This is an optimization exercise on Yosys and OpenROAD, whose aim is small area, not a production implementation. In this exercise RTL edits were held to simulation tests only and were not proved equivalent to the original.

==> violet: inputs <==
// core
module core(
            i_clk,
            i_rst,
            i_data,
            i_valid,
            o_data,
            o_valid
            );
export LEC_CHECK = 0
export ABC_AREA = 1
export CAP_MARGIN = 20
export CORE_MARGIN = 2
export CORE_UTILIZATION = 40
export SLEW_MARGIN = 20
export SYNTH_HIERARCHICAL = 1
export SYNTH_MINIMUM_KEEP_SIZE = 0
create_clock -name core_clock -period 25.0 [get_ports {i_clk}]
standard.sh (not shown) runs the stock make flow with config.mk's settings and CLKGATE_MAP_FILE= SYNTH_SCRIPT=/design/flow/synth_recipe.tcl, a recipe that flattens the netlist after the stock synthesis.
==> flow/flow/run.sh <==
#!/bin/bash
# Own layout flow: the standard synthesis, its glue logic mapped again by
# ABC (flow/untie.py, flow/remap.ys), then the standard layout with a
# clock tree built without dummy loads and the smallest buffer on each port.  Each tool's output goes to a log
# file in the work folder.
set -euo pipefail
W=$PWD
R=$W/orfs/results/${FLOW_PLATFORM:-sky130hd}/core/base
LIB=$FLOW_HOME/platforms/sky130hd/lib/sky130_fd_sc_hd__tt_025C_1v80.lib
YOSYS=$FLOW_HOME/../tools/install/yosys/bin/yosys
[[ -x $YOSYS ]] || YOSYS=yosys

bash standard.sh synth > log_1_synth.txt 2>&1

cp "$R/1_2_yosys.v" std_synth.v
python3 flow/untie.py std_synth.v std_untied.v 2> log_2_untie.txt
sed -e "s#@LIB@#$LIB#g" -e "s#@FLOW@#$W/flow#g" flow/remap.ys > remap.ys
"$YOSYS" -s remap.ys > log_2_remap.txt 2>&1
cp remapped.v "$R/1_2_yosys.v"
rm -f "$R/1_synth.odb" "$R/1_synth.sdc"

bash standard.sh \
  "CTS_ARGS=-sink_clustering_enable -repair_clock_nets -dont_use_dummy_load -sink_clustering_size 30 -sink_clustering_max_diameter 70" \
  "BUFFER_PORTS_ARGS=-buffer_cell sky130_fd_sc_hd__buf_1" \
  finish > log_3_layout.txt 2>&1
==> flow/flow/remap.ys <==
# Re-maps the glue logic of the standard synthesis netlist (std_untied.v, the
# standard netlist with its tied full adders opened up by untie.py) with ABC.
# Registers, full adders and tie cells are
# kept as they are (same instances and names); everything else is flattened
# to logic and mapped again.  Writes the netlist to remapped.v.
read_liberty -ignore_miss_func @LIB@
read_verilog std_untied.v
hierarchy -top core
setattr -mod -set keep_hierarchy 1 sky130_fd_sc_hd__*df* sky130_fd_sc_hd__*dl* sky130_fd_sc_hd__fa_* sky130_fd_sc_hd__conb_*
flatten
techmap
opt -fast
opt_clean -purge
abc -script @FLOW@/abc.script -constr @FLOW@/abc.constr -D 25000 -liberty @LIB@ -dont_use sky130_fd_sc_hd__probe_p_8 -dont_use sky130_fd_sc_hd__probec_p_8 -dont_use sky130_fd_sc_hd__lpflow_bleeder_1 -dont_use sky130_fd_sc_hd__lpflow_clkbufkapwr_1 -dont_use sky130_fd_sc_hd__lpflow_clkbufkapwr_16 -dont_use sky130_fd_sc_hd__lpflow_clkbufkapwr_2 -dont_use sky130_fd_sc_hd__lpflow_clkbufkapwr_4 -dont_use sky130_fd_sc_hd__lpflow_clkbufkapwr_8 -dont_use sky130_fd_sc_hd__lpflow_clkinvkapwr_1 -dont_use sky130_fd_sc_hd__lpflow_clkinvkapwr_16 -dont_use sky130_fd_sc_hd__lpflow_clkinvkapwr_2 -dont_use sky130_fd_sc_hd__lpflow_clkinvkapwr_4 -dont_use sky130_fd_sc_hd__lpflow_clkinvkapwr_8 -dont_use sky130_fd_sc_hd__lpflow_decapkapwr_12 -dont_use sky130_fd_sc_hd__lpflow_decapkapwr_3 -dont_use sky130_fd_sc_hd__lpflow_decapkapwr_4 -dont_use sky130_fd_sc_hd__lpflow_decapkapwr_6 -dont_use sky130_fd_sc_hd__lpflow_decapkapwr_8 -dont_use sky130_fd_sc_hd__lpflow_inputiso0n_1 -dont_use sky130_fd_sc_hd__lpflow_inputiso0p_1 -dont_use sky130_fd_sc_hd__lpflow_inputiso1n_1 -dont_use sky130_fd_sc_hd__lpflow_inputiso1p_1 -dont_use sky130_fd_sc_hd__lpflow_inputisolatch_1 -dont_use sky130_fd_sc_hd__lpflow_isobufsrc_1 -dont_use sky130_fd_sc_hd__lpflow_isobufsrc_16 -dont_use sky130_fd_sc_hd__lpflow_isobufsrc_2 -dont_use sky130_fd_sc_hd__lpflow_isobufsrc_4 -dont_use sky130_fd_sc_hd__lpflow_isobufsrc_8 -dont_use sky130_fd_sc_hd__lpflow_isobufsrckapwr_16 -dont_use sky130_fd_sc_hd__lpflow_lsbuf_lh_hl_isowell_tap_1 -dont_use sky130_fd_sc_hd__lpflow_lsbuf_lh_hl_isowell_tap_2 -dont_use sky130_fd_sc_hd__lpflow_lsbuf_lh_hl_isowell_tap_4 -dont_use sky130_fd_sc_hd__lpflow_lsbuf_lh_isowell_4 -dont_use sky130_fd_sc_hd__lpflow_lsbuf_lh_isowell_tap_1 -dont_use sky130_fd_sc_hd__lpflow_lsbuf_lh_isowell_tap_2 -dont_use sky130_fd_sc_hd__lpflow_lsbuf_lh_isowell_tap_4 
opt_clean -purge
hilomap -singleton -hicell sky130_fd_sc_hd__conb_1 HI -locell sky130_fd_sc_hd__conb_1 LO
select core
write_verilog -noattr -noexpr -nohex -nodec -selected remapped.v
Other scripts of this flow, unchanged in this note and not shown: flow/flow/abc.constr, flow/flow/abc.script, flow/flow/untie.py
==> inputs of umber, as changes to violet <==
--- a/flow/design.v
+++ b/flow/design.v
@@ -21,16 +21,17 @@
 input      [15:0] i_data;
 output     [ 7:0] o_data;
 parameter  idle      = 0;
 parameter  kernel_in = 1;
 parameter  image_in  = 2;
 parameter  mul_plse  = 3;
 parameter  linear    = 4;
 localparam signed [21:0] MIN = 22'h200000;
+reg         [7:0] data_o_w, data_o_r;
 reg         o_valid_w, o_valid_r;
 reg         [  3:0] channel_count, next_channel_count;
 reg         [  1:0] x_axis       , next_x_axis;
 reg         [  1:0] y_axis       , next_y_axis;
 reg         [  5:0] next_x_image;
 reg         [  4:0] x_half;                        
 wire        [  5:0] x_image = {x_half, 1'b0};
 reg         [  5:0] next_y_image;
@@ -46,17 +47,17 @@
 reg  [7:0] kr [0:7][0:8];
 reg  [7:0] s0w [0:8];
 reg  [21:0] nP00, nP10, nP01, nP11;
 reg  [20:0] nQ00, nQ01;
 reg  [19:0] nQ10, nQ11;
 integer i, s;
 wire acc       = (state == image_in) && i_valid;
 wire px2       = (x_image != 0) || x_axis[1];
-wire qen       = px2 && (x_image != layer) && (layer != 1);   
+wire qen       = px2 && (x_image != layer);   
 wire [1:0] ky0 = y_axis;                
 wire [1:0] ky1 = y_axis - 2'd1;         
 wire en0       = acc && (y_axis != 2'd3);
 wire en1       = acc && (y_axis != 2'd0);
 wire [7:0] ga0 = i_data[15:8] & {8{en0}};
 wire [7:0] gb0 = i_data[ 7:0] & {8{en0}};
 wire [7:0] ga1 = i_data[15:8] & {8{en1}};
 wire [7:0] gb1 = i_data[ 7:0] & {8{en1}};
@@ -2843,23 +2844,23 @@
 wire [21:0] cmp_x = {~nsel[21], nsel[20:0]};
 wire [22:0] cmp_c;
 assign cmp_c[0] = 1'b1;
 genvar gi;
 generate for (gi = 0; gi < 22; gi = gi + 1) begin : g_cmp
     assign cmp_c[gi+1] = (cmp_y[gi] & cmp_x[gi]) | (cmp_y[gi] & cmp_c[gi]) | (cmp_x[gi] & cmp_c[gi]);
 end endgenerate
 wire conv_gt = ~cmp_c[22];
-assign o_data  = (layer == 1)  ? {4'b0, max_before} :
-                 (layer == 30) ? {1'b0, max_out[9:3]} : max_out[14:7];
+assign o_data  = data_o_r;
 assign o_valid = o_valid_r;
 always @(*)
 begin
     next_max        = max_out;
     o_valid_w       = 0;
+    data_o_w        = 0;
     next_max_new    = max_new;
     next_max_before = max_before;
     case (state)
         idle:
             next_max = MIN;
         image_in:
         begin
             if (i_valid)
@@ -2874,29 +2875,32 @@
             end
         end
         mul_plse:
         begin
             if (conv_gt && !conv_out[21]) next_max = conv_out;
             if ((x_axis == 1) && (y_axis == 1))
             begin
                 o_valid_w = 1;
+                if (layer == 30) data_o_w = {1'b0, next_max[9:3]};
+                else             data_o_w = next_max[14:7];
             end
         end
         linear:
         begin
             next_max_new = max_new + 1;
             if (conv_gt)
             begin
                 next_max_before = max_new;
                 next_max        = conv_out;
             end
             if (linear_count == 10 || linear_count == 20 || linear_count == 30)
             begin
                 o_valid_w = 1;
+                data_o_w  = next_max_before;
             end
         end
         default: ;
     endcase
 end
 always@ (*)
 begin
     next_x_axis        = x_axis;
@@ -3058,35 +3062,32 @@
         end
     end
     else
     begin
         for (i = 0; i < 9; i = i + 1)
             kr[0][i] <= s0w[i];
     end
 end
-wire p_acc = (state == image_in) || ((state == mul_plse) && !tile_end);
-wire q_clr = (state == idle) || (state == linear) || tile_end;
 always @(posedge i_clk)
 begin
-    if (p_acc)
+    if (state == idle || state == linear)
     begin
-        nP00 <= n770; nP10 <= n820; nP01 <= n1682; nP11 <= n1732;
+        nP00 <= {22{1'b1}}; nP10 <= {22{1'b1}}; nP01 <= {22{1'b1}}; nP11 <= {22{1'b1}};
+        nQ00 <= {21{1'b1}}; nQ01 <= {21{1'b1}}; nQ10 <= {20{1'b1}}; nQ11 <= {20{1'b1}};
     end
-    else
+    else if (tile_end)
     begin
         nP00 <= {nQ00[20], nQ00};      nP01 <= {nQ01[20], nQ01};
         nP10 <= {{2{nQ10[19]}}, nQ10}; nP11 <= {{2{nQ11[19]}}, nQ11};
-    end
-    if (q_clr)
-    begin
         nQ00 <= {21{1'b1}}; nQ01 <= {21{1'b1}}; nQ10 <= {20{1'b1}}; nQ11 <= {20{1'b1}};
     end
     else
     begin
+        nP00 <= n770; nP10 <= n820; nP01 <= n1682; nP11 <= n1732;
         nQ00 <= n867; nQ10 <= n912; nQ01 <= n1779; nQ11 <= n1824;
     end
 end
 always@(posedge i_clk or negedge i_rst)
 begin
     if (!i_rst)
     begin
         o_valid_r     <= 0;
@@ -3097,16 +3098,17 @@
     begin
         o_valid_r     <= o_valid_w;
         state         <= next_state;
         layer         <= next_layer;
     end
 end
 always@(posedge i_clk)
 begin
+    data_o_r      <= data_o_w;
     x_axis        <= next_x_axis;
     y_axis        <= next_y_axis;
     x_half        <= next_x_image[5:1];
     y_half        <= next_y_image[5:1];
     channel_count <= next_channel_count;
     max_out       <= next_max;
     linear_count  <= next_linear_count;
     outcha_count  <= next_outcha_count;
==> flow/flow/run.sh (replaced) <==
#!/bin/bash
# Own layout flow: the standard synthesis, its glue logic mapped again by
# ABC (flow/untie.py, flow/remap.ys), then the standard layout with a
# clock tree built without dummy loads.  Each tool's output goes to a log
# file in the work folder.
set -euo pipefail
W=$PWD
R=$W/orfs/results/${FLOW_PLATFORM:-sky130hd}/core/base
LIB=$FLOW_HOME/platforms/sky130hd/lib/sky130_fd_sc_hd__tt_025C_1v80.lib
YOSYS=$FLOW_HOME/../tools/install/yosys/bin/yosys
[[ -x $YOSYS ]] || YOSYS=yosys

bash standard.sh synth > log_1_synth.txt 2>&1

cp "$R/1_2_yosys.v" std_synth.v
python3 flow/untie.py std_synth.v std_untied.v 2> log_2_untie.txt
sed -e "s#@LIB@#$LIB#g" -e "s#@FLOW@#$W/flow#g" flow/remap.ys > remap.ys
"$YOSYS" -s remap.ys > log_2_remap.txt 2>&1
cp remapped.v "$R/1_2_yosys.v"
rm -f "$R/1_synth.odb" "$R/1_synth.sdc"

bash standard.sh \
  "CTS_ARGS=-sink_clustering_enable -repair_clock_nets -dont_use_dummy_load -sink_clustering_size 30 -sink_clustering_max_diameter 70" \
  finish > log_3_layout.txt 2>&1
==> flow/flow/remap.ys (replaced) <==
# Re-maps the glue logic of the standard synthesis netlist (std_untied.v, the
# standard netlist with its tied full adders opened up by untie.py) with ABC.  Registers, full/half adders and tie cells are
# kept as they are (same instances and names); everything else is flattened
# to logic and mapped again.  Writes the netlist to remapped.v.
read_liberty -ignore_miss_func @LIB@
read_verilog std_untied.v
hierarchy -top core
setattr -mod -set keep_hierarchy 1 sky130_fd_sc_hd__*df* sky130_fd_sc_hd__*dl* sky130_fd_sc_hd__fa_* sky130_fd_sc_hd__ha_* sky130_fd_sc_hd__conb_*
flatten
techmap
opt -fast
opt_clean -purge
abc -script @FLOW@/abc.script -constr @FLOW@/abc.constr -D 25000 -liberty @LIB@ -dont_use sky130_fd_sc_hd__probe_p_8 -dont_use sky130_fd_sc_hd__probec_p_8 -dont_use sky130_fd_sc_hd__lpflow_bleeder_1 -dont_use sky130_fd_sc_hd__lpflow_clkbufkapwr_1 -dont_use sky130_fd_sc_hd__lpflow_clkbufkapwr_16 -dont_use sky130_fd_sc_hd__lpflow_clkbufkapwr_2 -dont_use sky130_fd_sc_hd__lpflow_clkbufkapwr_4 -dont_use sky130_fd_sc_hd__lpflow_clkbufkapwr_8 -dont_use sky130_fd_sc_hd__lpflow_clkinvkapwr_1 -dont_use sky130_fd_sc_hd__lpflow_clkinvkapwr_16 -dont_use sky130_fd_sc_hd__lpflow_clkinvkapwr_2 -dont_use sky130_fd_sc_hd__lpflow_clkinvkapwr_4 -dont_use sky130_fd_sc_hd__lpflow_clkinvkapwr_8 -dont_use sky130_fd_sc_hd__lpflow_decapkapwr_12 -dont_use sky130_fd_sc_hd__lpflow_decapkapwr_3 -dont_use sky130_fd_sc_hd__lpflow_decapkapwr_4 -dont_use sky130_fd_sc_hd__lpflow_decapkapwr_6 -dont_use sky130_fd_sc_hd__lpflow_decapkapwr_8 -dont_use sky130_fd_sc_hd__lpflow_inputiso0n_1 -dont_use sky130_fd_sc_hd__lpflow_inputiso0p_1 -dont_use sky130_fd_sc_hd__lpflow_inputiso1n_1 -dont_use sky130_fd_sc_hd__lpflow_inputiso1p_1 -dont_use sky130_fd_sc_hd__lpflow_inputisolatch_1 -dont_use sky130_fd_sc_hd__lpflow_isobufsrc_1 -dont_use sky130_fd_sc_hd__lpflow_isobufsrc_16 -dont_use sky130_fd_sc_hd__lpflow_isobufsrc_2 -dont_use sky130_fd_sc_hd__lpflow_isobufsrc_4 -dont_use sky130_fd_sc_hd__lpflow_isobufsrc_8 -dont_use sky130_fd_sc_hd__lpflow_isobufsrckapwr_16 -dont_use sky130_fd_sc_hd__lpflow_lsbuf_lh_hl_isowell_tap_1 -dont_use sky130_fd_sc_hd__lpflow_lsbuf_lh_hl_isowell_tap_2 -dont_use sky130_fd_sc_hd__lpflow_lsbuf_lh_hl_isowell_tap_4 -dont_use sky130_fd_sc_hd__lpflow_lsbuf_lh_isowell_4 -dont_use sky130_fd_sc_hd__lpflow_lsbuf_lh_isowell_tap_1 -dont_use sky130_fd_sc_hd__lpflow_lsbuf_lh_isowell_tap_2 -dont_use sky130_fd_sc_hd__lpflow_lsbuf_lh_isowell_tap_4 
opt_clean -purge
hilomap -singleton -hicell sky130_fd_sc_hd__conb_1 HI -locell sky130_fd_sc_hd__conb_1 LO
select core
write_verilog -noattr -noexpr -nohex -nodec -selected remapped.v
==> summary of the runs <==
- Clock skew: umber is lower than violet (0.042 ns).
- Against umber, the maximum frequency of violet is larger by about 0.9%.
- Between violet and umber, the lower via count is in violet (gap 4.1%, measured against umber).
- Between umber and violet, the lower design area is in violet (gap 2.7%, measured against violet).
- Global-route usage is about the same in violet and umber.
- Critical path depth is the same in umber and violet.
- Between violet and umber, the lower die area is in violet (gap about 2.3%, measured against umber).
==> figures <==
quantity	umber	violet
Outcome	timing/DRC/antenna clean	timing/DRC/antenna clean
TritonCTS buffer count	47	46
Register fraction of the total cell area	0.4025	0.4102
Core Box Area	127700 sq um	125100 sq um
Slew @ Worst Pin	1.101 ns	1.102 ns
Worst Path Buf+Inv	3	2
Clk latency of the worst-skew pair	0.64 ns	0.66 ns
Multi-input combinational cell area	28190 sq um	27350 sq um
Initial drt markers	3394	3230
Slowest Stage Delay on Critical Path	0.83 ns	0.70 ns
Clock buffers	47	46
Multi-Input Combinational	2972	2962
Fill cell instance count of the final layout	11720	11525
Final worst clock skew	0.06902 ns	0.1112 ns

## port drivers added, routing unchanged
The results above use ideal ports. As a check the final layouts listed here were re-extracted and re-timed, cells and wires unchanged.
Step 1 assumes that a clkbuf_16 drives the clock port and a buf_2 every other input.
Step 2 moves the port delays by t, midway between the first and last clock arrival at a register: inputs arrive t later, outputs are due t later. That takes back most of the time a late clock gives input paths.
a / b / c = ideal ports / drivers / drivers and shift; a / b = the first two.
| run | t (ns) | slack for setup (ns) | hold slack, ns | worst setup path at the end | worst slew at a driven data input, ns |
|---|---|---|---|---|---|
| violet | 0.678 | 8.636 / 8.637 / 7.959 | 0.380 / 0.380 / 0.380 | input to register | 0.17 |
| umber | 0.684 | 8.488 / 8.540 / 7.855 | 0.381 / 0.381 / 0.381 | input to register | 0.07 |
After both steps every run listed still meets setup and hold. The setup slack of violet, which loses most, moves by +0.001 ns with the drivers and by -0.677 ns with both steps.
